Optimization exercise on an open flow, not production practice. RTL: at most simulated, not proved equivalent. Power: default activity.

===== flow/constraint.sdc =====
create_clock -name core_clock -period 12.0 [get_ports {clk_i}]
set_input_delay 2.4000 -clock core_clock [delete_from_list [all_inputs] [get_ports {clk_i}]]
set_output_delay 2.4000 -clock core_clock [all_outputs]
set_load 0.01 [all_outputs]

===== flow/flow/run.sh =====
#!/bin/bash
# Standard layout, but synthesis leaves adders to ABC: with ADDER_MAP_FILE
# empty, Yosys does not extract full/half-adder cells, so ABC maps the
# whole datapath itself.
set -euo pipefail
bash standard.sh ADDER_MAP_FILE= finish > standard_flow.log 2>&1

===== flow/design.v =====
`timescale 1ns / 1ps
module ControlPID(dataf_oo,y_k_i,clk_i,dataf_i,reset,coeff_1,coeff_2,coeff_3, ref_i, servo_o
    );
	 parameter WIDTH=12;
	 input wire clk_i;
	 input wire reset;
	 input wire dataf_i;
	 output wire dataf_oo;
	 output wire signed [WIDTH-1:0] servo_o;
	 input wire [WIDTH-1:0] y_k_i;
	 input signed [WIDTH-1:0] ref_i;
	 input wire signed [WIDTH-1:0] coeff_1;
	 input wire signed [WIDTH-1:0] coeff_2;
	 input wire signed [WIDTH-1:0] coeff_3;
	 function [11:0] ssub(input [11:0] a, input [11:0] b);
		reg [11:0] d;
		begin
			d = a - b;
			if (!a[11] && b[11] && d[11])       ssub = 12'h7FF;
			else if (a[11] && !b[11] && !d[11]) ssub = 12'hFFF;
			else                                ssub = d;
		end
	 endfunction
	 function [11:0] sadd(input [11:0] a, input [11:0] b);
		reg [11:0] s;
		begin
			s = a + b;
			if (!a[11] && !b[11] && s[11])      sadd = 12'h7FF;
			else if (a[11] && b[11] && !s[11])  sadd = 12'hFFF;
			else                                sadd = s;
		end
	 endfunction
	 reg [WIDTH-1:0] Regy_k_1, Reg_I_1, Reg_servo;
	 reg [WIDTH-1:0] Reg_p, Reg_m, Reg_d;
	 reg s2;
	 wire [WIDTH-1:0] p_w, m_w, d_w;
	 smul_booth mul_p(.a(y_k_i), .b(coeff_2), .q(p_w));
	 smul_booth mul_m(.a(ssub(ref_i, y_k_i)), .b(coeff_3), .q(m_w));
	 smul_booth mul_d(.a(ssub(y_k_i, Regy_k_1)), .b(coeff_1), .q(d_w));
	 always @(posedge clk_i) begin
		Reg_p <= p_w;
		Reg_m <= m_w;
		Reg_d <= d_w;
	 end
	 wire [WIDTH-1:0] I = sadd(Reg_m, Reg_I_1);
	 wire [WIDTH-1:0] u = ssub(ssub(I, Reg_p), Reg_d);
	 assign dataf_oo = s2;
	 assign servo_o  = s2 ? u : Reg_servo;
	 always @(posedge clk_i, posedge reset)
		if (reset) begin
			s2        <= 1'b0;
			Regy_k_1  <= 12'b0;
			Reg_I_1   <= 12'b0;
			Reg_servo <= 12'b0;
		end else begin
			s2 <= dataf_i;
			if (s2) begin
				Reg_I_1   <= I;
				Regy_k_1  <= y_k_i;
				Reg_servo <= u;
			end
		end
endmodule
module smul_booth(input [11:0] a, input [11:0] b, output [11:0] q);
  wire one0 = b[0] ^ 1'b0;
  wire two0 = (b[1] & ~b[0] & ~1'b0) | (~b[1] & b[0] & 1'b0);
  wire neg0 = b[1];
  wire r0_0 = ((one0 & a[0]) | (two0 & 1'b0)) ^ neg0;
  wire r0_1 = ((one0 & a[1]) | (two0 & a[0])) ^ neg0;
  wire r0_2 = ((one0 & a[2]) | (two0 & a[1])) ^ neg0;
  wire r0_3 = ((one0 & a[3]) | (two0 & a[2])) ^ neg0;
  wire r0_4 = ((one0 & a[4]) | (two0 & a[3])) ^ neg0;
  wire r0_5 = ((one0 & a[5]) | (two0 & a[4])) ^ neg0;
  wire r0_6 = ((one0 & a[6]) | (two0 & a[5])) ^ neg0;
  wire r0_7 = ((one0 & a[7]) | (two0 & a[6])) ^ neg0;
  wire r0_8 = ((one0 & a[8]) | (two0 & a[7])) ^ neg0;
  wire r0_9 = ((one0 & a[9]) | (two0 & a[8])) ^ neg0;
  wire r0_10 = ((one0 & a[10]) | (two0 & a[9])) ^ neg0;
  wire r0_11 = ((one0 & a[11]) | (two0 & a[10])) ^ neg0;
  wire r0_12 = ((one0 & a[11]) | (two0 & a[11])) ^ neg0;
  wire r0_13 = ((one0 & a[11]) | (two0 & a[11])) ^ neg0;
  wire one1 = b[2] ^ b[1];
  wire two1 = (b[3] & ~b[2] & ~b[1]) | (~b[3] & b[2] & b[1]);
  wire neg1 = b[3];
  wire r1_0 = ((one1 & a[0]) | (two1 & 1'b0)) ^ neg1;
  wire r1_1 = ((one1 & a[1]) | (two1 & a[0])) ^ neg1;
  wire r1_2 = ((one1 & a[2]) | (two1 & a[1])) ^ neg1;
  wire r1_3 = ((one1 & a[3]) | (two1 & a[2])) ^ neg1;
  wire r1_4 = ((one1 & a[4]) | (two1 & a[3])) ^ neg1;
  wire r1_5 = ((one1 & a[5]) | (two1 & a[4])) ^ neg1;
  wire r1_6 = ((one1 & a[6]) | (two1 & a[5])) ^ neg1;
  wire r1_7 = ((one1 & a[7]) | (two1 & a[6])) ^ neg1;
  wire r1_8 = ((one1 & a[8]) | (two1 & a[7])) ^ neg1;
  wire r1_9 = ((one1 & a[9]) | (two1 & a[8])) ^ neg1;
  wire r1_10 = ((one1 & a[10]) | (two1 & a[9])) ^ neg1;
  wire r1_11 = ((one1 & a[11]) | (two1 & a[10])) ^ neg1;
  wire one2 = b[4] ^ b[3];
  wire two2 = (b[5] & ~b[4] & ~b[3]) | (~b[5] & b[4] & b[3]);
  wire neg2 = b[5];
  wire r2_0 = ((one2 & a[0]) | (two2 & 1'b0)) ^ neg2;
  wire r2_1 = ((one2 & a[1]) | (two2 & a[0])) ^ neg2;
  wire r2_2 = ((one2 & a[2]) | (two2 & a[1])) ^ neg2;
  wire r2_3 = ((one2 & a[3]) | (two2 & a[2])) ^ neg2;
  wire r2_4 = ((one2 & a[4]) | (two2 & a[3])) ^ neg2;
  wire r2_5 = ((one2 & a[5]) | (two2 & a[4])) ^ neg2;
  wire r2_6 = ((one2 & a[6]) | (two2 & a[5])) ^ neg2;
  wire r2_7 = ((one2 & a[7]) | (two2 & a[6])) ^ neg2;
  wire r2_8 = ((one2 & a[8]) | (two2 & a[7])) ^ neg2;
  wire r2_9 = ((one2 & a[9]) | (two2 & a[8])) ^ neg2;
  wire one3 = b[6] ^ b[5];
  wire two3 = (b[7] & ~b[6] & ~b[5]) | (~b[7] & b[6] & b[5]);
  wire neg3 = b[7];
  wire r3_0 = ((one3 & a[0]) | (two3 & 1'b0)) ^ neg3;
  wire r3_1 = ((one3 & a[1]) | (two3 & a[0])) ^ neg3;
  wire r3_2 = ((one3 & a[2]) | (two3 & a[1])) ^ neg3;
  wire r3_3 = ((one3 & a[3]) | (two3 & a[2])) ^ neg3;
  wire r3_4 = ((one3 & a[4]) | (two3 & a[3])) ^ neg3;
  wire r3_5 = ((one3 & a[5]) | (two3 & a[4])) ^ neg3;
  wire r3_6 = ((one3 & a[6]) | (two3 & a[5])) ^ neg3;
  wire r3_7 = ((one3 & a[7]) | (two3 & a[6])) ^ neg3;
  wire one4 = b[8] ^ b[7];
  wire two4 = (b[9] & ~b[8] & ~b[7]) | (~b[9] & b[8] & b[7]);
  wire neg4 = b[9];
  wire r4_0 = ((one4 & a[0]) | (two4 & 1'b0)) ^ neg4;
  wire r4_1 = ((one4 & a[1]) | (two4 & a[0])) ^ neg4;
  wire r4_2 = ((one4 & a[2]) | (two4 & a[1])) ^ neg4;
  wire r4_3 = ((one4 & a[3]) | (two4 & a[2])) ^ neg4;
  wire r4_4 = ((one4 & a[4]) | (two4 & a[3])) ^ neg4;
  wire r4_5 = ((one4 & a[5]) | (two4 & a[4])) ^ neg4;
  wire one5 = b[10] ^ b[9];
  wire two5 = (b[11] & ~b[10] & ~b[9]) | (~b[11] & b[10] & b[9]);
  wire neg5 = b[11];
  wire r5_0 = ((one5 & a[0]) | (two5 & 1'b0)) ^ neg5;
  wire r5_1 = ((one5 & a[1]) | (two5 & a[0])) ^ neg5;
  wire r5_2 = ((one5 & a[2]) | (two5 & a[1])) ^ neg5;
  wire r5_3 = ((one5 & a[3]) | (two5 & a[2])) ^ neg5;
  wire t1 = r0_10^r1_8;
  wire t2 = r0_10&r1_8;
  wire t3 = r0_11^r1_9;
  wire t4 = r0_11&r1_9;
  wire t5 = r0_12^r1_10;
  wire t6 = r0_12&r1_10;
  wire t7 = r0_13^r1_11;
  wire t9 = r0_6^r1_4;
  wire t10 = r0_6&r1_4;
  wire t11 = r0_7^r1_5;
  wire t12 = r0_7&r1_5;
  wire t13 = r0_8^r1_6^r2_4;
  wire t14 = (r0_8&r1_6)|(r0_8&r2_4)|(r1_6&r2_4);
  wire t15 = r3_2^r4_0;
  wire t16 = r3_2&r4_0;
  wire t17 = r0_9^r1_7^r2_5;
  wire t18 = (r0_9&r1_7)|(r0_9&r2_5)|(r1_7&r2_5);
  wire t19 = r3_3^r4_1;
  wire t20 = r3_3&r4_1;
  wire t21 = r2_6^r3_4^r4_2;
  wire t22 = (r2_6&r3_4)|(r2_6&r4_2)|(r3_4&r4_2);
  wire t23 = r5_0^neg5^t1;
  wire t24 = (r5_0&neg5)|(r5_0&t1)|(neg5&t1);
  wire t25 = r2_7^r3_5^r4_3;
  wire t26 = (r2_7&r3_5)|(r2_7&r4_3)|(r3_5&r4_3);
  wire t27 = r5_1^t2^t3;
  wire t28 = (r5_1&t2)|(r5_1&t3)|(t2&t3);
  wire t29 = r2_8^r3_6^r4_4;
  wire t30 = (r2_8&r3_6)|(r2_8&r4_4)|(r3_6&r4_4);
  wire t31 = r5_2^t4^t5;
  wire t32 = (r5_2&t4)|(r5_2&t5)|(t4&t5);
  wire t33 = r2_9^r3_7^r4_5;
  wire t35 = r5_3^t6^t7;
  wire t37 = r0_4^r1_2;
  wire t38 = r0_4&r1_2;
  wire t39 = r0_5^r1_3;
  wire t40 = r0_5&r1_3;
  wire t41 = r2_2^r3_0^neg3;
  wire t42 = (r2_2&r3_0)|(r2_2&neg3)|(r3_0&neg3);
  wire t43 = r2_3^r3_1^t10;
  wire t44 = (r2_3&r3_1)|(r2_3&t10)|(r3_1&t10);
  wire t45 = neg4^t12^t13;
  wire t46 = (neg4&t12)|(neg4&t13)|(t12&t13);
  wire t47 = t14^t16^t17;
  wire t48 = (t14&t16)|(t14&t17)|(t16&t17);
  wire t49 = t18^t20^t21;
  wire t50 = (t18&t20)|(t18&t21)|(t20&t21);
  wire t51 = t22^t24^t25;
  wire t52 = (t22&t24)|(t22&t25)|(t24&t25);
  wire t53 = t26^t28^t29;
  wire t54 = (t26&t28)|(t26&t29)|(t28&t29);
  wire t55 = t30^t32^t33;
  wire t57 = r0_2^r1_0;
  wire t58 = r0_2&r1_0;
  wire t59 = r0_3^r1_1;
  wire t60 = r0_3&r1_1;
  wire t61 = r2_0^neg2^t37;
  wire t62 = (r2_0&neg2)|(r2_0&t37)|(neg2&t37);
  wire t63 = r2_1^t38^t39;
  wire t64 = (r2_1&t38)|(r2_1&t39)|(t38&t39);
  wire t65 = t9^t40^t41;
  wire t66 = (t9&t40)|(t9&t41)|(t40&t41);
  wire t67 = t11^t42^t43;
  wire t68 = (t11&t42)|(t11&t43)|(t42&t43);
  wire t69 = t15^t44^t45;
  wire t70 = (t15&t44)|(t15&t45)|(t44&t45);
  wire t71 = t19^t46^t47;
  wire t72 = (t19&t46)|(t19&t47)|(t46&t47);
  wire t73 = t23^t48^t49;
  wire t74 = (t23&t48)|(t23&t49)|(t48&t49);
  wire t75 = t27^t50^t51;
  wire t76 = (t27&t50)|(t27&t51)|(t50&t51);
  wire t77 = t31^t52^t53;
  wire t78 = (t31&t52)|(t31&t53)|(t52&t53);
  wire t79 = t35^t54^t55;
  wire [13:0] q0 = {t78,t76,t74,t72,t70,t68,t66,t64,t62,t60,t58,neg1,r0_1,r0_0};
  wire [13:0] q1 = {t79,t77,t75,t73,t71,t69,t67,t65,t63,t61,t59,t57,1'b0,neg0};
  wire [10:0] xa = a[10:0] ^ {11{a[11]}};
  wire [10:0] xb = b[10:0] ^ {11{b[11]}};
  wire [11:1] ta, tb;
  genvar i;
  generate for (i = 1; i <= 11; i = i + 1) begin : th
    assign ta[i] = |xa[10:i-1];
    assign tb[i] = |xb[10:i-1];
  end endgenerate
  wire big_w = (ta[3]&tb[11])|(ta[4]&tb[10])|(ta[5]&tb[9])|(ta[6]&tb[8])|(ta[7]&tb[7])|
               (ta[8]&tb[6])|(ta[9]&tb[5])|(ta[10]&tb[4])|(ta[11]&tb[3]);
  wire [13:0] p = q0 + q1;
  assign q = (big_w || (p[13] != p[12])) ? ((a[11]^b[11]) ? 12'hFFF : 12'h7FF) : {p[13], p[10:0]};
endmodule

===== flow/standard.sh =====
#!/bin/bash
# synth_recipe.tcl (not shown) runs the flow's synth.tcl, then flattens the netlist and writes it again
# the make line also repeats each setting of config.mk as NAME=value (left out here)
make -C /OpenROAD-flow-scripts/flow DESIGN_CONFIG=/design/flow/config.mk WORK_HOME=/design/flow/orfs CLKGATE_MAP_FILE= SYNTH_SCRIPT=/design/flow/synth_recipe.tcl "${@:-finish}"

===== flow/config.mk =====
export PLATFORM = sky130hd
export DESIGN_NAME = ControlPID
export DESIGN_NICKNAME = ControlPID
export VERILOG_FILES = /design/flow/design.v
export SDC_FILE = /design/flow/constraint.sdc
export NUM_CORES = 4
export LEC_CHECK = 0
export ABC_AREA = 1
export CAP_MARGIN = 20
export CORE_MARGIN = 2
export CORE_UTILIZATION = 40
export SLEW_MARGIN = 20

==> results of run 1 <==
cell type report:
class                           instances  area, sq um
Tap cell                              539          674
Clock buffer                           10          250
Fill cell                            4633        23700
Inverter                              392         1490
Sequential cell                        73         1650
Clock inverter                          6         56.3
Multi-Input combinational cell       2713        13500
Timing Repair Buffer                   81          803
power breakdown:
group | switching, mW | total (mW) | internal (mW)
clock | 0.122 | 0.279 | 0.157
combinational | 2.20 | 3.26 | 1.05
sequential | 0.0223 | 0.306 | 0.284
total | 2.35 | 3.84 | 1.49
worst paths after layout:
| kind | startpoint | endpoint | cells past startpoint |
|---|---|---|---|
| worst max-delay path | Reg_I_1[4] | servo_o[3] | 31 |
| worst min-delay path | Reg_servo[2] | Reg_servo[2] | 2 |
| worst max register to register | Regy_k_1[5] | Reg_d[3] | 27 |
| worst min register to register | Reg_servo[2] | Reg_servo[2] | 2 |
| max in group asynchronous | reset | s2 | 3 |
| min in group asynchronous | reset | s2 | 3 |
state kept, by name (all words and copies together) (netlist names):
name / count
Regy_k_1: 12
Reg_p: 12
Reg_I_1: 12
Reg_d: 12
Reg_m: 12
s2: 1
Reg_servo: 12
layer usage:
layer	wire length, microns	vias to the layer above
met1	23800	8661
met3	2140	79
li1	-	10200
met2	24300	446
met4	1290	2
met5	11	-
per-stage QoR:
step	power [mW]	cell area, sq um	utilization
after global routing	4.32	18400	0.437
final	3.84	18400	0.437
after global placement	3.49	18100	0.429
after floorplan	3.00	17100	-
after CTS	3.85	18400	0.437
after detailed placement	3.55	18100	0.429
logic make-up (layout without fill, tap and decap cells):
logic type | count (synthesis) | count (layout) | synth area share
DFF | 73 | 73 | 0.0962
muxes | 1 | 1 | 0.000585
and+or+nand+nor | 2249 | 2249 | 0.589
AOI/OAI and AO/OA | 251 | 251 | 0.0867
buffers and inverters | 477 | 489 | 0.117
xor gates and xnor gates | 212 | 212 | 0.110
tightest hold or removal path: stages, from the launching register on:
cell and delay (ns):
dfrtp_1 0.32, o21ai_0 0.06, inv_1 0.06
placed cells by master (no fill, tap or decap), types with 39 or more instances in the layout:
cell | synthesis | layout
clkdlybuf4s50_1 | 0 | 75
a21oi_1 | 47 | 45
inv_1 | 308 | 308
nor2_1 | 240 | 240
o21ai_0 | 89 | 89
nand4_1 | 39 | 39
nand2_1 | 1403 | 1403
nand3_1 | 305 | 305
inv_2 | 68 | 68
nand2_2 | 104 | 104
xor2_1 | 157 | 157
xnor2_1 | 51 | 51
==> run notes, run 1 <==
The longest clock path from root to sink contains 2 buffers. The tools report the worst-skew pair later-pin latency as 0.36 ns. The worst setup path is captured at an output pin.

Yosys mapped the design onto 62 distinct sky130hd cell types. Setup slack on the critical path of the routed design comes to 4.68 ns. For the count of yosys warnings during synthesis, the log shows 1.

Residual antenna-violating net count after detailed routing: 0. The logs give 0.487 ns for the worst-case hold slack and 42.0 mm for the detailed placer's ending HPWL. The number of global-route vias before repair is 18.2k, and the maximum number of pins on one net before global-route repair is 54. The region available for standard cell placement spans 42000 sq um. For the register-to-register path setup slack, the log shows 7.77 ns. The tools report the share of the yosys chip area belonging to registers as 0.0962. The overall die area is 44400 sq um, and the worst-case clock skew is 0.0116 ns.

The cell area after synthesis was 17100 sq um; the ratio of total power to cell area was 209 nW/um^2. Of all nets on the critical path, the largest fanout is 20. For the overall via count from detail_route, the log shows 19.4k. For the pin with the worst max-slew slack, the measured transition is 1.07 ns. The met1 layer usage reported by global route is 0.301. Minimum period implied by the final worst setup slack: 7.32 ns. The most numerous cell type found on the critical path is nand2_1. IR analysis of the VDD net gives a maximum drop of 0.000170 V. The tools report the count of max-cap constraint violations as 0. The growth of design area from synthesis to finish works out to 7.45%. Once the clock tree was built, the resizer swapped 0 gates to a different size. At the end of the flow, the number of nets in the layout was 3333.

The run gives 76 as the number of top-level pins. After detailed placement, the design holds a cell count of 3797. Largest delay contributor family on the critical path: simple AND/OR/NAND/NOR gates.

Timing analysis after detailed placement gives a worst setup slack of 4.64 ns. Setup repair after global routing left no endpoint under its margin. The via density per instance was 5.09. For this run, the leading register cell type out of synthesis is dfrtp_1. In this run the horizontal extent of the chip is 211 microns. The number of detailed-route iterations in the first pass was 6; the final wirelength was 51.6 mm. From bottom edge to top edge, the die measures 211 microns.

Routing layer with the top usage in global route: met2. The run gives 3326 as the synthesized net count. By instance count, the leading cell after synthesis is nand2_1. For this run, the top clock speed supported by timing is 137 MHz. The run gives 0.234 as the global-route total usage across every layer.

For the count of hold-fix buffers inserted at cts, the log shows 0. The commonest cells after synthesis are nand2_1 (1403), inv_1 (308), nand3_1 (305). The share of the synthesized area in the top cell type was 0.308; the number of antenna violations at the first check in global routing was 1. The first global-routing pass estimated 86.8 mm of wire.

In this run the worst hold path is classified as reg -> reg. Clock root buffer master: clkbuf_16. Counting flops with a built-in enable in the synthesized netlist gives 0. Highest-delay cell along the critical path: clkdlybuf4s50_1.

The worst relative slew slack was 0.283; the mean post-synth cell area was 5.24 sq um. The count of antenna diodes in the layout came out at 0. The flow ran to the end and the layout has no timing, DRC or antenna violations. For the met2 layer usage reported by global route, the log shows 0.417. The worst setup path category is reg -> out. The number of buffer and inverter stages on the critical path works out to 4. The met3 track demand over resource in global routing was 0.0177. The floorplan has 75 rows. For this design, the sink count on the clock tree is 73. STA puts the critical path data arrival time at 4.92 ns. In this run the tool buffered the top-level ports with 75 buffer cells.

The most area-hungry cell type in the Yosys netlist was nand2_1. STA puts the critical path data required time at 9.60 ns. Buffers inserted during clock tree synthesis total 9. The routed length per instance works out to 13.5 microns. In the post-synthesis netlist, the biggest area contributors are nand2_1 (31%), nand3_1 (8.9%), xor2_1 (8.0%). The first routing iteration left 1224 violations.

The run gives 0 as the final-report setup violation count. Counting every instance in the synthesized netlist gives 3263. TritonCTS built the clock tree.

The async set-or-reset flop fraction in the synthesized netlist came out at 0.507. The element type at the critical path start is a register. Routability-driven placement finished with a final weighted congestion of 0.946.

For this run, the slowest stage of the critical path takes 0.55 ns. The final instance count without filler cells was 3814; the count of endpoints failing hold in the final timing report was 0. The final period utilization is 0.610, and the share of final-layout standard cells stronger than drive strength 1 is 0.103.

Counting flops and latches in the post-synthesis netlist gives 73. The run gives 0 as the post-CTS setup-driven buffer insertion count. Setup total negative slack on the finished layout was measured at 0 ns. After clock tree synthesis, the clock-pin slew on the worst setup and hold paths is 0.07 ns. For this design the static power due to leakage is 10.9 nW. The run gives 0 as the remaining routing DRC violations. For the effective utilization at floorplan, the log shows 0.407.

The H-tree depth was 3. After global routing the overflow that remains totals 0. The total count of max-transition violations in the final report came out at 0.
Testbench counts, summed over its fixed seeds: cycles 4,800, items 2,400.
==> inputs of run 2 (changes only) <==
--- a/flow/design.v
+++ b/flow/design.v
@@ -32,4 +32,3 @@
 	 endfunction
-	 reg [WIDTH-1:0] Regy_k_1, Reg_I_1, Reg_servo;
-	 reg [WIDTH-1:0] Reg_p, Reg_m, Reg_d;
+	 reg [WIDTH-1:0] Regy_k_1, Reg_I_1, Reg_p, Reg_d;
 	 reg s2;
@@ -39,11 +38,2 @@
 	 smul_booth mul_d(.a(ssub(y_k_i, Regy_k_1)), .b(coeff_1), .q(d_w));
-	 always @(posedge clk_i) begin
-		Reg_p <= p_w;
-		Reg_m <= m_w;
-		Reg_d <= d_w;
-	 end
-	 wire [WIDTH-1:0] I = sadd(Reg_m, Reg_I_1);
-	 wire [WIDTH-1:0] u = ssub(ssub(I, Reg_p), Reg_d);
-	 assign dataf_oo = s2;
-	 assign servo_o  = s2 ? u : Reg_servo;
 	 always @(posedge clk_i, posedge reset)
@@ -53,11 +43,15 @@
 			Reg_I_1   <= 12'b0;
-			Reg_servo <= 12'b0;
+			Reg_p     <= 12'b0;
+			Reg_d     <= 12'b0;
 		end else begin
 			s2 <= dataf_i;
-			if (s2) begin
-				Reg_I_1   <= I;
+			if (dataf_i) begin
+				Reg_I_1   <= sadd(m_w, Reg_I_1);
 				Regy_k_1  <= y_k_i;
-				Reg_servo <= u;
+				Reg_p     <= p_w;
+				Reg_d     <= d_w;
 			end
 		end
+	 assign dataf_oo = s2;
+	 assign servo_o  = ssub(ssub(Reg_I_1, Reg_p), Reg_d);
 endmodule
==> run notes, run 2 <==
The remaining global-route overflow is 0 (unchanged), and the routed length per instance is 13.5 microns (about the same). The largest stage delay on the critical path was 0.69 ns (was 0.55 ns). The number of nets in the layout is 2907 (was 3333). The post-CTS clock slew at the launch and capture registers of the worst setup and hold paths was 0.07 ns (about the same); the effective utilization at floorplan was 0.408 (was 0.407). The width of the die was 195 microns (was 211 microns).

The mean post-synth cell area was 5.16 sq um (was 5.24 sq um); the signal arrival time at the worst endpoint was 6.23 ns (was 4.92 ns). The most frequent cell on the critical path was nand2_1 (unchanged). The met2 wire length was 20.5 mm (was 24.3 mm); the overall via count from detail_route was 17.0k (was 19.4k). The run finished with no timing, DRC or antenna violations.

Clock root buffer master: clkbuf_16 (unchanged). For the count of antenna diodes in the layout, the log shows 0 (unchanged). For the wire length of the first global-routing pass, the log shows 73.1 mm (was 86.8 mm).

The logs give 2 (unchanged) for the buffer levels on the longest clock path and 14600 sq um (was 17100 sq um) for the cell area after synthesis. The vertical die dimension was 195 microns (was 211 microns). The logs give 72 (was 54) for the maximum number of pins on one net before global-route repair and 0 (unchanged) for the count of endpoints failing hold in the final timing report. Top post-synthesis cells by area: nand2_1 (28%), xor2_1 (12%), dfrtp_1 (8.4%) (was nand2_1 (31%), nand3_1 (8.9%), xor2_1 (8.0%)). The ratio of total power to cell area was 171 nW/um^2 (was 209 nW/um^2); the synthesized net count was 2891 (was 3326).

The number of clock sinks was 49 (was 73). The synthesized netlist cell count came out at 2828 (was 3263). The tools report the element type at the critical path start as a register (unchanged). The portion of total power attributed to the clock network was 0.072 (was 0.073); the residual antenna-violating net count after detailed routing was 0 (unchanged). The aggregate negative setup slack was 0 ns (unchanged). The count of hold-fix buffers inserted at cts is 0 (unchanged), and the area inside the core boundary is 35700 sq um (was 42000 sq um).

Number of enable flip-flop cells after synthesis: 0 (unchanged). Switching power summed over all nets: 1.59 mW (was 2.35 mW). The count of yosys warnings during synthesis was 1 (unchanged); the final weighted congestion in routability-driven placement was 0.975 (was 0.946). The overall die area came out at 38000 sq um (was 44400 sq um). The tools report the nature of the critical path endpoint as an output pin (unchanged).

Sum of routed wire segments on met1: 21.5 mm (was 23.8 mm). The count of max-cap constraint violations was 0 (unchanged); the share of the synthesized area in the top cell type was 0.276 (was 0.308). The post-route cell area is 15800 sq um (was 18400 sq um), and the leakage power total is 8.97 nW (was 10.9 nW). Count of routing violations after the opening detailed-route iteration: 1143 (was 1224). The highest attainable clock frequency came out at 116 MHz (was 137 MHz).

The maximum VDD drop was 0.0000931 V (was 0.000170 V); the length of routed met3 wiring was 1.86 mm (was 2.14 mm). The sequential share of power is 0.069 (was 0.080), and the final-report setup violation count is 0 (unchanged). The final period utilization was 0.719 (was 0.610); the detailed placer's ending HPWL was 35.9 mm (was 42.0 mm). Top cells by count, synth: nand2_1 (1075), inv_1 (319), nor2_1 (279) (was nand2_1 (1403), inv_1 (308), nand3_1 (305)).

The run gives 44.5 mm (was 51.6 mm) as the final wirelength. The actual transition at the worst max-transition pin came out at 1.07 ns (about the same). The tools report the cell internal power dissipation as 1.12 mW (was 1.49 mW).

The most frequent cell after synthesis is nand2_1 (unchanged). For the final total power, the log shows 2.71 mW (was 3.84 mW). Highest-delay cell along the critical path: nor2_1 (was clkdlybuf4s50_1). The global-route total usage across every layer is 0.229 (was 0.234), and the quantity of I/O buffers inserted on ports is 75 (unchanged). For the share of the yosys chip area belonging to registers, the log shows 0.0840 (was 0.0962). Top layer used by detailed routing: met4 (was met5). The minimum period implied by the final worst setup slack is 8.63 ns (was 7.32 ns), and the number of antenna violations at the first check in global routing is 0 (was 1). The logs give 15.3k (was 18.2k) for the number of global-route vias before repair and 0 (unchanged) for the post-cts sizing count. The worst-case clock skew came out at 0.0140 ns (was 0.0116 ns). The most common cell after layout, fill and taps aside is nand2_1 (unchanged). The area of placed instances came out at 15600 sq um (was 18100 sq um).

The run gives 0.282 (was 0.283) as the worst relative slew slack. H-tree depth: 2 (was 3). The number of top-level pins is 76 (unchanged). The growth of design area from synthesis to finish came out at 8.26% (was 7.45%). The total count of max-transition violations in the final report is 0 (unchanged), and the number of storage elements in the synthesis netlist is 49 (was 73).

The number of detailed-route iterations in the first pass came out at 21 (was 6). The count of unique library cells instantiated by Yosys is 55 (was 62). The tools report the worst-skew pair later-pin latency as 0.31 ns (was 0.36 ns). The remaining routing DRC violations is 0 (unchanged), and the post-CTS setup-driven buffer insertion count is 0 (unchanged). The most area-hungry cell type in the Yosys netlist was nand2_1 (unchanged).

The switching fraction of total power came out at 0.586 (was 0.611). The total clock buffers created by CTS was 5 (was 9); the async set-or-reset flop fraction in the synthesized netlist was 1.00 (was 0.507). The via density per instance came out at 5.13 (was 5.09). The combinational group share of total power was 0.859 (was 0.848).

Setup repair after global routing left no endpoint under its margin. The critical-path maximum fanout was 16 (was 20). The worst min-delay path category is reg -> reg (unchanged). The commonest register cell after synthesis was dfrtp_1 (unchanged).

The share of final-layout standard cells stronger than drive strength 1 is 0.0647 (was 0.103). Highest-count cells in the layout ignoring fill and taps: nand2_1 (1075), inv_1 (318), nor2_1 (279) (was nand2_1 (1403), inv_1 (308), nand3_1 (305)). The run gives 9.60 ns (about the same) as the critical path data required time.

The row count is 69 (was 75). The worst setup path category is reg -> out (unchanged). TritonCTS built the clock tree. The number of fillers in the final layout came out at 3957 (was 4633).

Worst-case hold slack: 0.483 ns (was 0.487 ns).
run 2: power groups by stage:
stage / registers [mW] / clock network, mW / logic (mW)
after floorplan: 0.187 / 0 / 1.78
after global placement: 0.190 / 0 / 2.28
after detailed placement: 0.190 / 0 / 2.32
after CTS: 0.187 / 0.195 / 2.33
after global routing: 0.188 / 0.203 / 2.67
final: 0.187 / 0.194 / 2.33
run 2: worst paths after layout:
kind | to | slack (ns) | cells after the start | startpoint
min in group asynchronous | Reg_d[10] | 2.59 | 3 | reset
min reg2reg | Reg_d[11] | 0.48 | 2 | Reg_d[11]
max reg2reg | Reg_d[6] | 6.53 | 36 | Regy_k_1[3]
min | Reg_d[11] | 0.48 | 2 | Reg_d[11]
max in group asynchronous | Reg_p[2] | 8.94 | 3 | reset
max | servo_o[10] | 3.37 | 30 | Reg_I_1[1]
run 2: metal layers:
layer | up-vias | global-route usage
li1 | 8920 | -
met1 | 7592 | 0.314
met2 | 390 | 0.398
met3 | 48 | 0.0171
met4 | 0 | 0.0416
met5 | - | 0
run 2: layout make-up:
cell class                 count  area (sq um)  share of cell area
timing repair buffer          80           783              0.0496
multi-input combinational   2348         11700               0.738
inverter                     360          1360              0.0858
tap                          461           577              0.0365
clock buffer                   5           125             0.00792
sequential                    49          1230              0.0776
clock inverter                 3          68.8             0.00435
run 2: critical path, delay by kind of cell (launching register included):
kind | cells | cell delay (ns)
AND/OR/NAND/NOR | 18 | 2.68
flip-flops | 1 | 0.42
XOR/XNOR | 1 | 0.25
buffers and inverters | 2 | 0.63
AO/OA/AOI/OAI | 9 | 1.93
run 2: per-stage QoR:
stage / worst slack (ns) / std cells / util
floorplan: 5.52 / 2828 / -
global placement: 3.52 / 3298 / 0.437
detailed placement: 3.39 / 3298 / 0.437
CTS: 3.39 / 3306 / 0.442
global route: 2.49 / 3306 / 0.442
finish: 3.37 / 3306 / 0.442
run 2: kinds of logic after synthesis:
group                  Yosys count  synth area share
AND/OR/NAND/NOR               1777             0.522
buffers and inverters          431             0.117
AO/OA/AOI/OAI                  327             0.130
XOR/XNOR                       242             0.146
flip-flops                      49            0.0840
multiplexers                     2           0.00146
Testbench counts of run 2, summed over its fixed seeds: cycles 4,800, items 2,400.
==> inputs of run 3 (changes only) <==
==> flow/flow/run.sh (replaced) <==
#!/bin/bash
# Standard layout with two changes:
#  - synthesis leaves adders to ABC (ADDER_MAP_FILE empty: no full/half-adder
#    cell extraction), so ABC maps the whole datapath itself;
#  - the port buffers are buf_2 cells instead of the default choice.
set -euo pipefail
bash standard.sh ADDER_MAP_FILE= "BUFFER_PORTS_ARGS=-buffer_cell sky130_fd_sc_hd__buf_2" finish > standard_flow.log 2>&1
==> run notes, run 3 <==
Top post-synthesis cells by area: nand2_1 (28%), xor2_1 (12%), dfrtp_1 (8.4%) (unchanged). For the storage element area, the log shows 1230 sq um (unchanged). The commonest register cell after synthesis is dfrtp_1 (unchanged). The tools report the combinational group share of total power as 0.869 (was 0.859).

The sequential share of power is 0.072 (was 0.069), and the remaining global-route overflow is 0 (unchanged). The async set-or-reset flop fraction in the synthesized netlist is 1.00 (unchanged). Highest-delay cell along the critical path: nor2_1 (unchanged). The area inside the core boundary was 35700 sq um (unchanged); the number of fillers in the final layout was 3997 (was 3957). The number of global-route vias before repair is 15.5k (was 15.3k). The minimum period implied by the final worst setup slack is 8.24 ns (was 8.63 ns), and the number of enable flip-flop cells after synthesis is 0 (unchanged). Setup repair after global routing left no endpoint under its margin. The worst setup path category was reg -> out (unchanged).

The post-cts sizing count was 0 (unchanged); the total count of max-transition violations in the final report was 0 (unchanged). The growth of design area from synthesis to finish is 5.44% (was 8.26%), and the overall die area is 38000 sq um (unchanged). The tools report the overall via count from detail_route as 17.0k (about the same). The run finished with no timing, DRC or antenna violations. The most frequent cell on the critical path was nand2_1 (unchanged). The cell internal power dissipation was 1.03 mW (was 1.12 mW). For the synthesized net count, the log shows 2891 (unchanged). The number of clock sinks was 49 (unchanged). For the maximum number of pins on one net before global-route repair, the log shows 72 (unchanged). The most area-hungry cell type in the Yosys netlist is nand2_1 (unchanged).

The quantity of I/O buffers inserted on ports is 75 (unchanged). Worst min-delay path category: reg -> reg (unchanged). The count of antenna diodes in the layout came out at 0 (unchanged). The buffer levels on the longest clock path is 2 (unchanged), and the post-route cell area is 15400 sq um (was 15800 sq um). The ratio of total power to cell area was 169 nW/um^2 (was 171 nW/um^2); the number of detailed-route iterations in the first pass was 16 (was 21). Top cells by count, synth: nand2_1 (1075), inv_1 (319), nor2_1 (279) (unchanged). The portion of total power attributed to the clock network is 0.059 (was 0.072), and the number of storage elements in the synthesis netlist is 49 (unchanged). The logs give 11700 sq um (about the same) for the area used by multi-input combinational logic and 72.9 mm (was 73.1 mm) for the wire length of the first global-routing pass.

The count of endpoints failing hold in the final timing report is 0 (unchanged). The run gives 0 (unchanged) as the count of hold-fix buffers inserted at cts. The switching fraction of total power was 0.604 (was 0.586); the signal arrival time at the worst endpoint was 5.84 ns (was 6.23 ns). Highest-count cells in the layout ignoring fill and taps: nand2_1 (1075), inv_1 (318), nor2_1 (278) (was nand2_1 (1075), inv_1 (318), nor2_1 (279)). The largest stage delay on the critical path came out at 0.75 ns (was 0.69 ns). The final weighted congestion in routability-driven placement was 0.930 (was 0.975); the count of routing violations after the opening detailed-route iteration was 1053 (was 1143). The run gives 2 (unchanged) as the H-tree depth. Count of max-cap constraint violations: 0 (unchanged).

The global-route total usage across every layer is 0.227 (was 0.229), and the final wirelength is 43.6 mm (was 44.5 mm). The count of yosys warnings during synthesis is 1 (unchanged). The number of nets in the layout came out at 2907 (unchanged). The cell area after synthesis was 14600 sq um (unchanged); the detailed placer's ending HPWL was 35.6 mm (was 35.9 mm). The post-CTS clock slew at the launch and capture registers of the worst setup and hold paths was 0.08 ns (was 0.07 ns). Share of final-layout standard cells stronger than drive strength 1: 0.0910 (was 0.0647).

The final-report setup violation count was 0 (unchanged). TritonCTS built the clock tree. The area of placed instances came out at 15200 sq um (was 15600 sq um). The clock root buffer master is clkbuf_16 (unchanged). The tools report the final total power as 2.61 mW (was 2.71 mW). The effective utilization at floorplan is 0.408 (unchanged), and the remaining routing DRC violations is 0 (unchanged).

The count of unique library cells instantiated by Yosys came out at 55 (unchanged). The logs give 0.0840 (unchanged) for the share of the yosys chip area belonging to registers and 0 (unchanged) for the residual antenna-violating net count after detailed routing. Mean post-synth cell area: 5.16 sq um (unchanged). The via density per instance was 5.13 (about the same). Largest delay contributor family on the critical path: simple AND/OR/NAND/NOR gates (unchanged). The most frequent cell after synthesis was nand2_1 (unchanged). Most common cell after layout, fill and taps aside: nand2_1 (unchanged). Critical-path maximum fanout: 16 (unchanged).

The worst-case clock skew was 0.0139 ns (was 0.0140 ns); the number of buffer and inverter stages on the critical path was 3 (was 2). The run gives 0.31 ns (about the same) as the worst-skew pair later-pin latency. Post-CTS setup-driven buffer insertion count: 0 (unchanged). The tools report the element type at the critical path start as a register (unchanged).

Number of top-level pins: 76 (unchanged). The tools report the highest attainable clock frequency as 121 MHz (was 116 MHz). The tools report the aggregate negative setup slack as 0 ns (unchanged). The actual transition at the worst max-transition pin is 1.13 ns (was 1.07 ns), and the switching power summed over all nets is 1.58 mW (was 1.59 mW). The tools report the synthesized netlist cell count as 2828 (unchanged). The share of the synthesized area in the top cell type was 0.276 (unchanged).

The run gives 9.60 ns (about the same) as the critical path data required time. The width of the die was 195 microns (unchanged); the row count was 69 (unchanged). The maximum VDD drop was 0.0000842 V (was 0.0000931 V); the worst relative slew slack was 0.229 (was 0.282).

The routed length per instance was 13.2 microns (was 13.5 microns); the final period utilization was 0.687 (was 0.719). For the leakage power total, the log shows 8.93 nW (was 8.97 nW). The nature of the critical path endpoint is an output pin (unchanged). The logs give 0 (unchanged) for the number of antenna violations at the first check in global routing and 5 (unchanged) for the total clock buffers created by CTS.

The vertical die dimension is 195 microns (unchanged).
run 3: cell counts after synthesis:
Identical to the previous run, type by type.
run 3: final timing paths:
| check | slack [ns] | to | from | cells after the start |
|---|---|---|---|---|
| min in group asynchronous | 2.26 | Reg_d[0] | reset | 3 |
| hold / removal | 0.50 | Reg_d[11] | Reg_d[11] | 2 |
| hold reg to reg | 0.50 | Reg_d[11] | Reg_d[11] | 2 |
| setup / recovery | 3.76 | servo_o[0] | Reg_I_1[1] | 31 |
| setup reg to reg | 6.65 | Reg_d[5] | Regy_k_1[1] | 34 |
| max in group asynchronous | 9.28 | Reg_p[4] | reset | 3 |
run 3: worst reg2reg max path, delay by kind of cell (launching register included):
| kind | cells | cell delay, ns |
|---|---|---|
| xor+xnor | 2 | 0.41 |
| simple gates | 25 | 3.36 |
| buf+inv | 3 | 0.43 |
| flops | 1 | 0.39 |
| compound gates | 4 | 0.60 |
run 3: area by class of cell:
cell class                 instances  share of cell area
multi-input combinational       2348               0.758
inverter                         360              0.0881
sequential                        49              0.0797
tap                              461              0.0375
timing repair buffer              80              0.0268
clock buffer                       5             0.00813
clock inverter                     3             0.00171
run 3: metrics by stage:
| step | setup WS [ns] | hold WS [ns] | std cells | utilization |
|---|---|---|---|---|
| floorplan | 5.52 | 0.449 | 2828 | - |
| global placement | 4.16 | 0.473 | 3298 | 0.426 |
| detailed placement | 4.06 | 0.481 | 3298 | 0.426 |
| CTS | 3.73 | 0.499 | 3306 | 0.431 |
| global route | 2.93 | 0.534 | 3306 | 0.431 |
| finish | 3.76 | 0.497 | 3306 | 0.431 |
run 3: routing by layer:
layer  wire (microns)  vias up  GRT usage  part of all wire
met2            19900      466      0.392              0.46
met4              735        0     0.0489             0.017
li1                 -     8926          -                 -
met3             2410       54     0.0212             0.055
met1            20500     7517      0.306              0.47
met5                0        -          0                 0
run 3: power groups by stage:
stage	logic, mW	clock network [mW]	registers, mW
after floorplan	1.78	0	0.187
after global placement	2.22	0	0.190
after detailed placement	2.26	0	0.190
after CTS	2.27	0.158	0.187
after global routing	2.59	0.162	0.188
final	2.27	0.155	0.187
run 3: cells by family (layout without fill, tap and decap cells):
kind of cell | count (synthesis) | after routing | share of synthesized area
flip-flops | 49 | 49 | 0.0840
XOR/XNOR | 242 | 242 | 0.146
multiplexers | 2 | 2 | 0.00146
AND/OR/NAND/NOR | 1777 | 1777 | 0.522
AO/OA/AOI/OAI | 327 | 327 | 0.130
buffers and inverters | 431 | 448 | 0.117
==> inputs of run 4 (changes only) <==
--- a/flow/design.v
+++ b/flow/design.v
@@ -32,3 +32,4 @@
 	 endfunction
-	 reg [WIDTH-1:0] Regy_k_1, Reg_I_1, Reg_p, Reg_d;
+	 reg [WIDTH-1:0] Regy_k_1, Reg_I_1, Reg_servo;
+	 reg [WIDTH-1:0] Reg_p, Reg_m, Reg_d;
 	 reg s2;
@@ -38,2 +39,11 @@
 	 smul_booth mul_d(.a(ssub(y_k_i, Regy_k_1)), .b(coeff_1), .q(d_w));
+	 always @(posedge clk_i) begin
+		Reg_p <= p_w;
+		Reg_m <= m_w;
+		Reg_d <= d_w;
+	 end
+	 wire [WIDTH-1:0] I = sadd(Reg_m, Reg_I_1);
+	 wire [WIDTH-1:0] u = ssub(ssub(I, Reg_p), Reg_d);
+	 assign dataf_oo = s2;
+	 assign servo_o  = s2 ? u : Reg_servo;
 	 always @(posedge clk_i, posedge reset)
@@ -43,15 +53,11 @@
 			Reg_I_1   <= 12'b0;
-			Reg_p     <= 12'b0;
-			Reg_d     <= 12'b0;
+			Reg_servo <= 12'b0;
 		end else begin
 			s2 <= dataf_i;
-			if (dataf_i) begin
-				Reg_I_1   <= sadd(m_w, Reg_I_1);
+			if (s2) begin
+				Reg_I_1   <= I;
 				Regy_k_1  <= y_k_i;
-				Reg_p     <= p_w;
-				Reg_d     <= d_w;
+				Reg_servo <= u;
 			end
 		end
-	 assign dataf_oo = s2;
-	 assign servo_o  = ssub(ssub(Reg_I_1, Reg_p), Reg_d);
 endmodule
==> run notes, run 4 <==
The run gives 9.60 ns (about the same) as the critical path data required time. The element type at the critical path start is a register (unchanged). For the area inside the core boundary, the log shows 42000 sq um (was 35700 sq um).

The aggregate negative setup slack came out at 0 ns (unchanged). The logs give 44400 sq um (was 38000 sq um) for the overall die area and 3 (was 2) for the H-tree depth. The final total power was 3.75 mW (was 2.61 mW); the number of antenna violations at the first check in global routing was 1 (was 0). The most frequent cell on the critical path was nand2_1 (unchanged). The overall via count from detail_route came out at 18.9k (was 17.0k).

Setup repair after global routing left no endpoint under its margin. The largest stage delay on the critical path came out at 0.40 ns (was 0.75 ns). The buffer levels on the longest clock path came out at 2 (unchanged).

Most area-hungry cell type in the Yosys netlist: nand2_1 (unchanged). The most frequent cell after synthesis is nand2_1 (unchanged). The routed length per instance came out at 12.7 microns (was 13.2 microns). Top cells by count, synth: nand2_1 (1403), inv_1 (308), nand3_1 (305) (was nand2_1 (1075), inv_1 (319), nor2_1 (279)). Worst min-delay path category: reg -> reg (unchanged). The quantity of I/O buffers inserted on ports is 75 (unchanged), and the remaining global-route overflow is 0 (unchanged).

The logs give 0.0962 (was 0.0840) for the share of the yosys chip area belonging to registers and 0.481 ns (was 0.497 ns) for the worst-case hold slack. Cell area after synthesis: 17100 sq um (was 14600 sq um). The run gives 3263 (was 2828) as the synthesized netlist cell count. For the global-route total usage across every layer, the log shows 0.221 (was 0.227). The nature of the critical path endpoint was an output pin (unchanged). The leakage power total is 10.8 nW (was 8.93 nW), and the actual transition at the worst max-transition pin is 1.02 ns (was 1.13 ns). TritonCTS built the clock tree. The share of the synthesized area in the top cell type is 0.308 (was 0.276), and the post-CTS clock slew at the launch and capture registers of the worst setup and hold paths is 0.07 ns (was 0.08 ns).

The final critical-path setup slack is 5.11 ns (was 3.76 ns), and the count of antenna diodes in the layout is 0 (unchanged). The run gives 0 (unchanged) as the count of endpoints failing hold in the final timing report. Clock root buffer master: clkbuf_16 (unchanged). The tools report the worst-skew pair later-pin latency as 0.36 ns (was 0.31 ns).

The area of placed instances came out at 17700 sq um (was 15200 sq um). Mean post-synth cell area: 5.24 sq um (was 5.16 sq um). The final period utilization works out to 0.574 (was 0.687).

For the number of clock sinks, the log shows 73 (was 49). The highest-delay cell along the critical path is dfrtp_1 (was nor2_1). The share of final-layout standard cells stronger than drive strength 1 was 0.125 (was 0.0910); the cell count after placement was 3796 (was 3298). The async set-or-reset flop fraction in the synthesized netlist came out at 0.507 (was 1.00). For the post-cts sizing count, the log shows 0 (unchanged).

Wire length of the first global-routing pass: 82.2 mm (was 72.9 mm). Commonest register cell after synthesis: dfrtp_1 (unchanged). The run gives 17.3k (was 15.5k) as the number of global-route vias before repair.

The flow ran to the end and the layout has no timing, DRC or antenna violations. The effective utilization at floorplan is 0.407 (was 0.408), and the residual antenna-violating net count after detailed routing is 0 (unchanged). The tools report the highest attainable clock frequency as 145 MHz (was 121 MHz). The worst relative slew slack was 0.323 (was 0.229); the row count was 75 (was 69). The worst-case clock skew was 0.0159 ns (was 0.0139 ns); the count of hold-fix buffers inserted at cts was 0 (unchanged).

The number of nets in the layout was 3331 (was 2907). The total clock buffers created by CTS came out at 9 (was 5). The run gives 0 (unchanged) as the total count of max-transition violations in the final report. The most common cell after layout, fill and taps aside is nand2_1 (unchanged). The run gives 39.8 mm (was 35.6 mm) as the detailed placer's ending HPWL. Top post-synthesis cells by area: nand2_1 (31%), nand3_1 (8.9%), xor2_1 (8.0%) (was nand2_1 (28%), xor2_1 (12%), dfrtp_1 (8.4%)). The minimum period implied by the final worst setup slack works out to 6.89 ns (was 8.24 ns). The number of storage elements in the synthesis netlist is 73 (was 49). The worst setup path category is reg -> out (unchanged).

The signal arrival time at the worst endpoint is 4.49 ns (was 5.84 ns), and the maximum VDD drop is 0.000155 V (was 0.0000842 V). The number of fillers in the final layout is 4729 (was 3997). The width of the die was 211 microns (was 195 microns); the ratio of total power to cell area was 209 nW/um^2 (was 169 nW/um^2).

The count of unique library cells instantiated by Yosys was 62 (was 55). For the number of top-level pins, the log shows 76 (unchanged). The final-report setup violation count was 0 (unchanged); the growth of design area from synthesis to finish was 4.98% (was 5.44%).

The share of the core filled with cells was 0.427 (was 0.431). The final instance count without filler cells is 3812 (was 3306), and the remaining routing DRC violations is 0 (unchanged). Highest-count cells in the layout ignoring fill and taps: nand2_1 (1403), inv_1 (307), nand3_1 (305) (was nand2_1 (1075), inv_1 (318), nor2_1 (278)). The number of enable flip-flop cells after synthesis came out at 0 (unchanged). The count of yosys warnings during synthesis was 1 (unchanged); the final wirelength was 48.3 mm (was 43.6 mm).

For the final weighted congestion in routability-driven placement, the log shows 0.922 (was 0.930). The logs give 1275 (was 1053) for the count of routing violations after the opening detailed-route iteration and 3326 (was 2891) for the synthesized net count. The critical-path maximum fanout works out to 20 (was 16). Post-route cell area: 18000 sq um (was 15400 sq um). Post-CTS setup-driven buffer insertion count: 0 (unchanged). The vertical die dimension came out at 211 microns (was 195 microns). The via density per instance was 4.95 (was 5.13); the maximum number of pins on one net before global-route repair was 40 (was 72). The logs give 5 (was 16) for the number of detailed-route iterations in the first pass and 5.36 ns (was 4.06 ns) for the minimum setup slack after placement. The tools report the count of max-cap constraint violations as 0 (unchanged).
[run 4: cell families (layout without fill, tap and decap cells)]
| group | after synthesis | count (layout) | synth area share |
|---|---|---|---|
| xor+xnor | 212 | 212 | 0.110 |
| compound gates | 251 | 251 | 0.0867 |
| flops | 73 | 73 | 0.0962 |
| buf+inv | 477 | 487 | 0.117 |
| mux | 1 | 1 | 0.000585 |
| simple gates | 2249 | 2249 | 0.589 |
[run 4: where the power goes]
| part | internal [mW] | switching [mW] | total (mW) | leakage [nW] |
|---|---|---|---|---|
| clock network | 0.144 | 0.121 | 0.265 | 0.137 |
| logic | 1.01 | 2.17 | 3.17 | 9.99 |
| registers | 0.284 | 0.0230 | 0.307 | 0.701 |
| total | 1.44 | 2.31 | 3.75 | 10.8 |
[run 4: final cells by class]
cell class | instances | area (sq um) | area share
multi-input combinational | 2713 | 13500 | 0.749
inverter | 392 | 1490 | 0.0827
tap | 539 | 674 | 0.0376
timing repair buffer | 79 | 405 | 0.0226
clock inverter | 7 | 61.3 | 0.00341
clock buffer | 9 | 225 | 0.0125
sequential | 73 | 1650 | 0.0918
[run 4: worst paths after layout]
check / startpoint / to / slack (ns) / cells after the start
max in group asynchronous: reset / s2 / 9.43 / 3
min in group asynchronous: reset / s2 / 2.17 / 3
max reg2reg: Regy_k_1[10] / Reg_d[11] / 7.76 / 17
max: Reg_I_1[2] / servo_o[6] / 5.11 / 29
min reg2reg: Reg_servo[11] / Reg_servo[11] / 0.48 / 2
min: Reg_servo[11] / Reg_servo[11] / 0.48 / 2
[run 4: critical path, delay by kind of cell, from the launching register on]
family | cells | cell delay (ns)
AO/OA/AOI/OAI | 2 | 0.34
XOR/XNOR | 1 | 0.21
buffers and inverters | 3 | 0.49
flip-flops | 1 | 0.40
AND/OR/NAND/NOR | 23 | 2.69
[run 4: per-layer routing]
| metal | global-route usage | vias to the layer above | part of all wire |
|---|---|---|---|
| met2 | 0.387 | 341 | 0.45 |
| met3 | 0.0149 | 57 | 0.035 |
| met5 | 0 | - | 0.00033 |
| met4 | 0.0469 | 2 | 0.019 |
| li1 | - | 10200 | - |
| met1 | 0.298 | 8217 | 0.49 |
Testbench counts of run 4, summed over its fixed seeds: cycles 4,800, items 2,400.
==> inputs of run 5 (changes only) <==
==> flow/flow/run.sh (replaced) <==
#!/bin/bash
# Standard layout with two changes:
#  - synthesis leaves adders to ABC (ADDER_MAP_FILE empty: no full/half-adder
#    cell extraction), so ABC maps the whole datapath itself;
#  - the port buffers are buf_2 cells instead of the default choice;
#  - repair_timing aims for 6 ns of setup slack.
set -euo pipefail
bash standard.sh ADDER_MAP_FILE= "BUFFER_PORTS_ARGS=-buffer_cell sky130_fd_sc_hd__buf_2" SETUP_SLACK_MARGIN=6 finish > standard_flow.log 2>&1
==> run notes, run 5 <==
The flow ran to the end and the layout has no timing, DRC or antenna violations. The share of final-layout standard cells stronger than drive strength 1 is 0.243 (was 0.125). The aggregate negative setup slack came out at 0 ns (unchanged). The share of the synthesized area in the top cell type is 0.308 (unchanged).

The number of storage elements in the synthesis netlist was 73 (unchanged). The clock root buffer master is clkbuf_16 (unchanged). The run gives 0.881 (was 0.847) as the combinational group share of total power. Area of placed instances: 17700 sq um (unchanged). The remaining global-route overflow was 0 (unchanged). The endpoint of the worst-slack reg-to-reg timing path is Reg_servo[7] (was Reg_d[11]).

Register-to-register path setup slack: 7.96 ns (was 7.76 ns). Worst min-delay path category: reg -> reg (unchanged). Number of detailed-route iterations in the first pass: 8 (was 5). The routing layer with the top usage in global route is met2 (unchanged). For the wire length of the first global-routing pass, the log shows 83.8 mm (was 82.2 mm).

The worst setup path category was reg -> out (unchanged). The total clock buffers created by CTS was 9 (unchanged); the row count was 75 (unchanged). The via density per instance came out at 5.06 (was 4.95).

The actual transition at the worst max-transition pin works out to 0.781 ns (was 1.02 ns). Start point of the worst hold path: Reg_servo[11] (unchanged). The mean post-synth cell area came out at 5.24 sq um (unchanged). The logic depth of the worst setup path including buffers was 29 (unchanged).

The leakage power total was 11.8 nW (was 10.8 nW); the cell area after synthesis was 17100 sq um (unchanged). The commonest register cell after synthesis was dfrtp_1 (unchanged). For the remaining routing DRC violations, the log shows 0 (unchanged).

The count of cells along the worst register-to-register path works out to 30 (was 17). The number of nets in the layout is 3438 (was 3331), and the number of enable flip-flop cells after synthesis is 0 (unchanged). The minimum period implied by the final worst setup slack works out to 6.67 ns (was 6.89 ns).

The residual antenna-violating net count after detailed routing was 0 (unchanged). The run gives 3326 (unchanged) as the synthesized net count. For the overall via count from detail_route, the log shows 19.8k (was 18.9k).

Most frequent cell after synthesis: nand2_1 (unchanged). The run gives 0.0962 (unchanged) as the share of the yosys chip area belonging to registers. The ratio of total power to cell area works out to 235 nW/um^2 (was 209 nW/um^2).

Sequential share of power: 0.064 (was 0.082). The element type at the critical path start is a register (unchanged). For the count of routing violations after the opening detailed-route iteration, the log shows 1369 (was 1275). The count of hold-fix buffers inserted at cts was 0 (unchanged); the highest attainable clock frequency was 150 MHz (was 145 MHz). The number of buffer and inverter stages on the critical path works out to 3 (unchanged). The tools report the number of antenna violations at the first check in global routing as 1 (unchanged). The overall die area came out at 44400 sq um (unchanged).

Met2 layer usage reported by global route: 0.397 (was 0.387). Top cells by count, synth: nand2_1 (1403), inv_1 (308), nand3_1 (305) (unchanged). The number of global-route vias before repair came out at 17.6k (was 17.3k). Highest-count cells in the layout ignoring fill and taps: nand2_1 (1239), inv_1 (296), nand3_1 (261) (was nand2_1 (1403), inv_1 (307), nand3_1 (305)). The most area-hungry cell type in the Yosys netlist is nand2_1 (unchanged). The count of antenna diodes in the layout is 0 (unchanged).

The width of the die is 211 microns (unchanged). The most common cell after layout, fill and taps aside was nand2_1 (unchanged). Setup repair after global routing could not meet its margin everywhere. The tools report the launching instance or port of the critical path as Reg_I_1[6] (was Reg_I_1[2]). The synthesized netlist cell count came out at 3263 (unchanged). End point of the critical path: servo_o[6] (unchanged).

The tools report the area inside the core boundary as 42000 sq um (unchanged). The largest stage delay on the critical path is 0.41 ns (was 0.40 ns). The count of max-cap constraint violations is 0 (unchanged), and the vertical die dimension is 211 microns (unchanged). The largest delay contributor family on the critical path is simple AND/OR/NAND/NOR gates (unchanged).

Final period utilization: 0.556 (was 0.574). The logs give 0 (unchanged) for the total count of max-transition violations in the final report and 3 (unchanged) for the H-tree depth. The routed length per instance was 13.6 microns (was 12.7 microns); the signal arrival time at the worst endpoint was 4.27 ns (was 4.49 ns).

The tools report the maximum VDD drop as 0.000164 V (was 0.000155 V). Top post-synthesis cells by area: nand2_1 (31%), nand3_1 (8.9%), xor2_1 (8.0%) (unchanged). Count of unique library cells instantiated by Yosys: 62 (unchanged).

The tools report the detailed placer's ending HPWL as 39.8 mm (unchanged). TritonCTS built the clock tree. The number of clock sinks was 73 (unchanged); the worst-skew pair later-pin latency was 0.36 ns (about the same). The post-CTS clock slew at the launch and capture registers of the worst setup and hold paths is 0.06 ns (was 0.07 ns), and the maximum number of pins on one net before global-route repair is 40 (unchanged).

The tools report the final wirelength as 53.2 mm (was 48.3 mm). The run gives 0.0183 ns (was 0.0159 ns) as the worst-case clock skew. Portion of total power attributed to the clock network: 0.055 (was 0.071).

For the final weighted congestion in routability-driven placement, the log shows 0.922 (unchanged). The buffer levels on the longest clock path came out at 2 (unchanged). Nature of the critical path endpoint: an output pin (unchanged). The run gives 0.0153 (was 0.0149) as the met3 track demand over resource in global routing.

Switching fraction of total power: 0.608 (was 0.616). The critical-path maximum fanout came out at 6 (was 20). The logs give 0.225 (was 0.221) for the global-route total usage across every layer and 0 (unchanged) for the final-report setup violation count. The number of fillers in the final layout came out at 4415 (was 4729).

The highest-delay cell along the critical path was dfrtp_1 (unchanged). The async set-or-reset flop fraction in the synthesized netlist was 0.507 (unchanged); the number of top-level pins was 76 (unchanged). Beginning of the worst register-to-register path: Reg_I_1[6] (was Regy_k_1[10]). The logs give 0.301 (was 0.298) for the met1 layer usage reported by global route and 0 (unchanged) for the count of endpoints failing hold in the final timing report. The quantity of I/O buffers inserted on ports works out to 75 (unchanged). The critical path data required time is 9.60 ns (about the same), and the growth of design area from synthesis to finish is 21.6% (was 4.98%).

The worst relative slew slack was 0.477 (was 0.323). The tools report the cell internal power dissipation as 1.92 mW (was 1.44 mW). Count of yosys warnings during synthesis: 1 (unchanged). The tools report the effective utilization at floorplan as 0.407 (unchanged). The switching power summed over all nets came out at 2.97 mW (was 2.31 mW). The most frequent cell on the critical path is nand2_4 (was nand2_1).

The post-route cell area came out at 20800 sq um (was 18000 sq um).
run 5: worst min-delay path, delay by kind of cell, from the launching register on:
| family | cells | cell delay, ns |
|---|---|---|
| AND/OR/NAND/NOR | 2 | 0.12 |
| flip-flops | 1 | 0.33 |
run 5: worst min-delay path by stage:
stage               depth (start not counted)       endpoint
finish                                      2  Reg_servo[11]
global route                                2   Reg_servo[1]
CTS                                         2  Reg_servo[11]
detailed placement                          2  Reg_servo[11]
global placement                            2  Reg_servo[11]
floorplan                                   2    Reg_I_1[10]
run 5: cell families after synthesis:
logic type | synth area share
compound gates | 0.0867
xor+xnor | 0.110
buf+inv | 0.117
flops | 0.0962
mux | 0.000585
simple gates | 0.589
run 5: final cells by class:
cell class | instances | area (sq um) | area share
well taps | 539 | 674 | 0.0324
repair buffers | 169 | 1200 | 0.0576
flip-flops and latches | 73 | 1650 | 0.0792
repair inverters | 2 | 20.0 | 0.000963
multi-input cells | 2728 | 15400 | 0.741
inverters | 392 | 1560 | 0.0752
clock buffers | 9 | 225 | 0.0108
clock inverters | 7 | 61.3 | 0.00295
run 5: routing by layer:
layer,wire length (microns),share of wire
met5,16,0.00030
met4,1280,0.024
met1,24500,0.46
met3,2070,0.039
met2,25300,0.48
run 5: per-stage QoR:
step	util	setup slack [ns]	power (mW)	hold WS [ns]	std cells
after global placement	0.420	5.34	3.47	0.467	3796
after floorplan	-	6.20	3.00	0.467	3263
final	0.495	5.33	4.88	0.486	3919
after detailed placement	0.420	5.36	3.48	0.457	3796
after CTS	0.440	5.46	3.98	0.482	3841
after global routing	0.495	5.02	5.38	0.528	3919
run 5: timing repair:
item | in CTS | in global routing
setup endpoints to repair | 36 | 48
buffers inserted | 24 | 66
pin swaps | 43 | 142
hold endpoints to repair | 0 | 0
cloned | 5 | 12
resized for setup | 78 | 436
run 5: power by group through the flow:
stage	Sequential, mW	Clock (mW)	Combinational, mW
after floorplan	0.305	0	2.70
after global placement	0.311	0	3.16
after detailed placement	0.312	0	3.17
after CTS	0.308	0.270	3.41
after global routing	0.316	0.280	4.78
final	0.311	0.268	4.30
==> inputs of run 6 (changes only) <==
--- a/flow/design.v
+++ b/flow/design.v
@@ -32,4 +32,3 @@
 	 endfunction
-	 reg [WIDTH-1:0] Regy_k_1, Reg_I_1, Reg_servo;
-	 reg [WIDTH-1:0] Reg_p, Reg_m, Reg_d;
+	 reg [WIDTH-1:0] Regy_k_1, Reg_I_1, Reg_p, Reg_d;
 	 reg s2;
@@ -39,11 +38,2 @@
 	 smul_booth mul_d(.a(ssub(y_k_i, Regy_k_1)), .b(coeff_1), .q(d_w));
-	 always @(posedge clk_i) begin
-		Reg_p <= p_w;
-		Reg_m <= m_w;
-		Reg_d <= d_w;
-	 end
-	 wire [WIDTH-1:0] I = sadd(Reg_m, Reg_I_1);
-	 wire [WIDTH-1:0] u = ssub(ssub(I, Reg_p), Reg_d);
-	 assign dataf_oo = s2;
-	 assign servo_o  = s2 ? u : Reg_servo;
 	 always @(posedge clk_i, posedge reset)
@@ -53,11 +43,23 @@
 			Reg_I_1   <= 12'b0;
-			Reg_servo <= 12'b0;
+			Reg_p     <= 12'b0;
+			Reg_d     <= 12'b0;
 		end else begin
 			s2 <= dataf_i;
-			if (s2) begin
-				Reg_I_1   <= I;
+			if (dataf_i) begin
+				Reg_I_1   <= sadd(m_w, Reg_I_1);
 				Regy_k_1  <= y_k_i;
-				Reg_servo <= u;
+				Reg_p     <= p_w;
+				Reg_d     <= d_w;
 			end
 		end
+	 assign dataf_oo = s2;
+	 wire [12:0] x_w = {Reg_I_1[11], Reg_I_1} - {Reg_p[11], Reg_p};
+	 wire [13:0] w_w = {{2{Reg_I_1[11]}}, Reg_I_1} - {{2{Reg_p[11]}}, Reg_p} - {{2{Reg_d[11]}}, Reg_d};
+	 wire x_hi = ~x_w[12] &  x_w[11];
+	 wire x_lo =  x_w[12] & ~x_w[11];
+	 wire w_hi = ~w_w[13] & (w_w[12] | w_w[11]);
+	 wire w_lo =  w_w[13] & ~(w_w[12] & w_w[11]);
+	 wire [11:0] u_n = w_hi ? 12'h7FF : w_lo ? 12'hFFF : w_w[11:0];
+	 assign servo_o  = x_hi ? (Reg_d[11] ? 12'h7FF : Reg_d ^ 12'h7FF) :
+	                   x_lo ? ~Reg_d : u_n;
 endmodule
==> flow/flow/run.sh (replaced) <==
#!/bin/bash
# Standard layout with two changes:
#  - synthesis leaves adders to ABC (ADDER_MAP_FILE empty: no full/half-adder
#    cell extraction), so ABC maps the whole datapath itself;
#  - the port buffers are buf_2 cells instead of the default choice.
set -euo pipefail
bash standard.sh ADDER_MAP_FILE= "BUFFER_PORTS_ARGS=-buffer_cell sky130_fd_sc_hd__buf_2" finish > standard_flow.log 2>&1
==> run notes, run 6 <==
The mean post-synth cell area is 5.22 sq um (was 5.24 sq um). The run gives 0.245 (was 0.225) as the global-route total usage across every layer. The number of cells on the worst hold path came out at 2 (unchanged). The tools report the nature of the critical path endpoint as a register (was an output pin).

The worst-case clock skew came out at 0.0162 ns (was 0.0183 ns). Growth of design area from synthesis to finish: 4.61% (was 21.6%). TritonCTS built the clock tree. The share of final-layout standard cells stronger than drive strength 1 came out at 0.0962 (was 0.243).

For the total clock buffers created by CTS, the log shows 5 (was 9). The run gives 0.560 ns (was 0.486 ns) as the worst-case hold slack. The maximum number of pins on one net before global-route repair is 69 (was 40). The element type at the critical path start was a primary input (was a register). The final instance count without filler cells is 3358 (was 3919), and the wire length of the first global-routing pass is 79.0 mm (was 83.8 mm). Detailed placer's ending HPWL: 38.5 mm (was 39.8 mm).

Effective utilization at floorplan: 0.408 (was 0.407). The async set-or-reset flop fraction in the synthesized netlist works out to 1.00 (was 0.507). Worst setup path category: in -> reg (was reg -> out).

Highest-count cells in the layout ignoring fill and taps: nand2_1 (1083), inv_1 (327), nand3_1 (240) (was nand2_1 (1239), inv_1 (296), nand3_1 (261)). The via density per instance works out to 5.15 (was 5.06). The most frequent cell on the critical path is nand2_1 (was nand2_4).

The start point of the worst hold path was Regy_k_1[7] (was Reg_servo[11]). The count of routing violations after the opening detailed-route iteration was 1006 (was 1369). The number of storage elements in the synthesis netlist works out to 49 (was 73). The logs give 0.968 (was 0.922) for the final weighted congestion in routability-driven placement and 70 (was 75) for the row count.

The number of enable flip-flop cells after synthesis is 0 (unchanged). For the cell count after placement, the log shows 3350 (was 3796). For the count of max-cap constraint violations, the log shows 0 (unchanged). The area used by multi-input combinational logic is 11900 sq um (was 15400 sq um), and the share of the synthesized area in the top cell type is 0.271 (was 0.308). The capture endpoint of the worst hold path was Regy_k_1[7] (was Reg_servo[11]). The cell area after synthesis is 15000 sq um (was 17100 sq um), and the maximum VDD drop is 0.000104 V (was 0.000164 V).

Top cells by count, synth: nand2_1 (1083), inv_1 (328), nand3_1 (240) (was nand2_1 (1403), inv_1 (308), nand3_1 (305)). Post-cts sizing count: 0 (was 78). Setup repair after global routing left no endpoint under its margin. The signal arrival time at the worst endpoint is 8.05 ns (was 4.27 ns). The largest stage delay on the critical path was 0.63 ns (was 0.41 ns); the residual antenna-violating net count after detailed routing was 0 (unchanged).

The vertical die dimension is 198 microns (was 211 microns). Commonest register cell after synthesis: dfrtp_1 (unchanged). The count of antenna diodes in the layout came out at 0 (unchanged).

The final period utilization was 0.653 (was 0.556); the critical-path maximum fanout was 19 (was 6). The number of clock sinks was 49 (was 73); the total count of max-transition violations in the final report was 0 (unchanged). The clock root buffer master is clkbuf_16 (unchanged). The number of global-route vias before repair was 16.3k (was 17.6k); the count of unique library cells instantiated by Yosys was 63 (was 62). The tools report the overall die area as 39100 sq um (was 44400 sq um). The run gives 128 MHz (was 150 MHz) as the highest attainable clock frequency. The post-CTS clock slew at the launch and capture registers of the worst setup and hold paths is 0.08 ns (was 0.06 ns). The remaining routing DRC violations is 0 (unchanged), and the actual transition at the worst max-transition pin is 0.985 ns (was 0.781 ns). The number of antenna violations at the first check in global routing was 0 (was 1); the register-to-register path setup slack was 6.39 ns (was 7.96 ns). The worst-skew pair later-pin latency is 0.31 ns (was 0.36 ns). The tools report the storage element area as 1230 sq um (was 1650 sq um).

Most common cell after layout, fill and taps aside: nand2_1 (unchanged). The worst relative slew slack is 0.344 (was 0.477), and the overall via count from detail_route is 17.3k (was 19.8k). The area inside the core boundary is 36800 sq um (was 42000 sq um). Highest-delay cell along the critical path: a31oi_1 (was dfrtp_1).

Top post-synthesis cells by area: nand2_1 (27%), xor2_1 (12%), inv_1 (8.2%) (was nand2_1 (31%), nand3_1 (8.9%), xor2_1 (8.0%)). The post-CTS setup-driven buffer insertion count was 0 (was 24); the quantity of I/O buffers inserted on ports was 75 (unchanged). For the final wirelength, the log shows 47.5 mm (was 53.2 mm). The number of detailed-route iterations in the first pass was 5 (was 8). The flow ran to the end and the layout has no timing, DRC or antenna violations. Worst min-delay path category: reg -> reg (unchanged).
[run 6: critical path: cells and delay by family]
kind | cells | cell delay (ns)
AND/OR/NAND/NOR | 22 | 3.48
XOR/XNOR | 1 | 0.53
AO/OA/AOI/OAI | 4 | 1.04
buffers and inverters | 4 | 0.56
[run 6: stage by stage]
step	utilization	power, mW	setup slack (ns)	area (sq um)
2_1_floorplan	-	2.14	5.50	15000
3_3_place_gp	0.423	2.57	3.91	15600
3_5_place_dp	0.423	2.62	3.88	15600
4_1_cts	0.427	2.78	4.19	15700
5_1_grt	0.427	3.15	3.45	15700
6_report	0.427	2.78	4.16	15700
[run 6: power breakdown]
group	switching [mW]	total, mW	internal [mW]
Sequential	0.0199	0.198	0.178
Clock	0.0727	0.151	0.0780
Combinational	1.58	2.43	0.843
[run 6: how the worst max path moves through the flow]
stage | start | endpoint | slack [ns] | depth (start not counted)
CTS | y_k_i[9] | Reg_I_1[9] | 4.19 | 31
global placement | y_k_i[9] | Reg_I_1[9] | 3.91 | 31
global route | y_k_i[9] | Reg_I_1[3] | 3.45 | 31
floorplan | y_k_i[2] | Reg_d[0] | 5.50 | 37
detailed placement | y_k_i[9] | Reg_I_1[9] | 3.88 | 31
finish | y_k_i[9] | Reg_I_1[4] | 4.16 | 31
[run 6: logic make-up after synthesis]
group	count (synthesis)	synth area share
flip-flops	49	0.0816
XOR/XNOR	254	0.149
buffers and inverters	458	0.126
AND/OR/NAND/NOR	1745	0.501
AO/OA/AOI/OAI	373	0.142
multiplexers	1	0.000750
[run 6: final cells by class]
class                           count  share of cell area
Timing Repair Buffer               79              0.0258
Clock inverter                      3             0.00135
Tap cell                          468              0.0373
Clock buffer                        5             0.00796
Inverter                          381              0.0921
Multi-Input combinational cell   2373               0.757
Sequential cell                    49              0.0780
[run 6: layer usage]
metal  GRT usage  up-vias  share of wire
met5           0        -              0
met4      0.0596        0          0.024
met3      0.0181       64          0.036
met2       0.447      353           0.48
met1       0.313     7773           0.46
li1            -     9117              -
Testbench counts of run 6, summed over its fixed seeds: cycles 4,800, items 2,400.
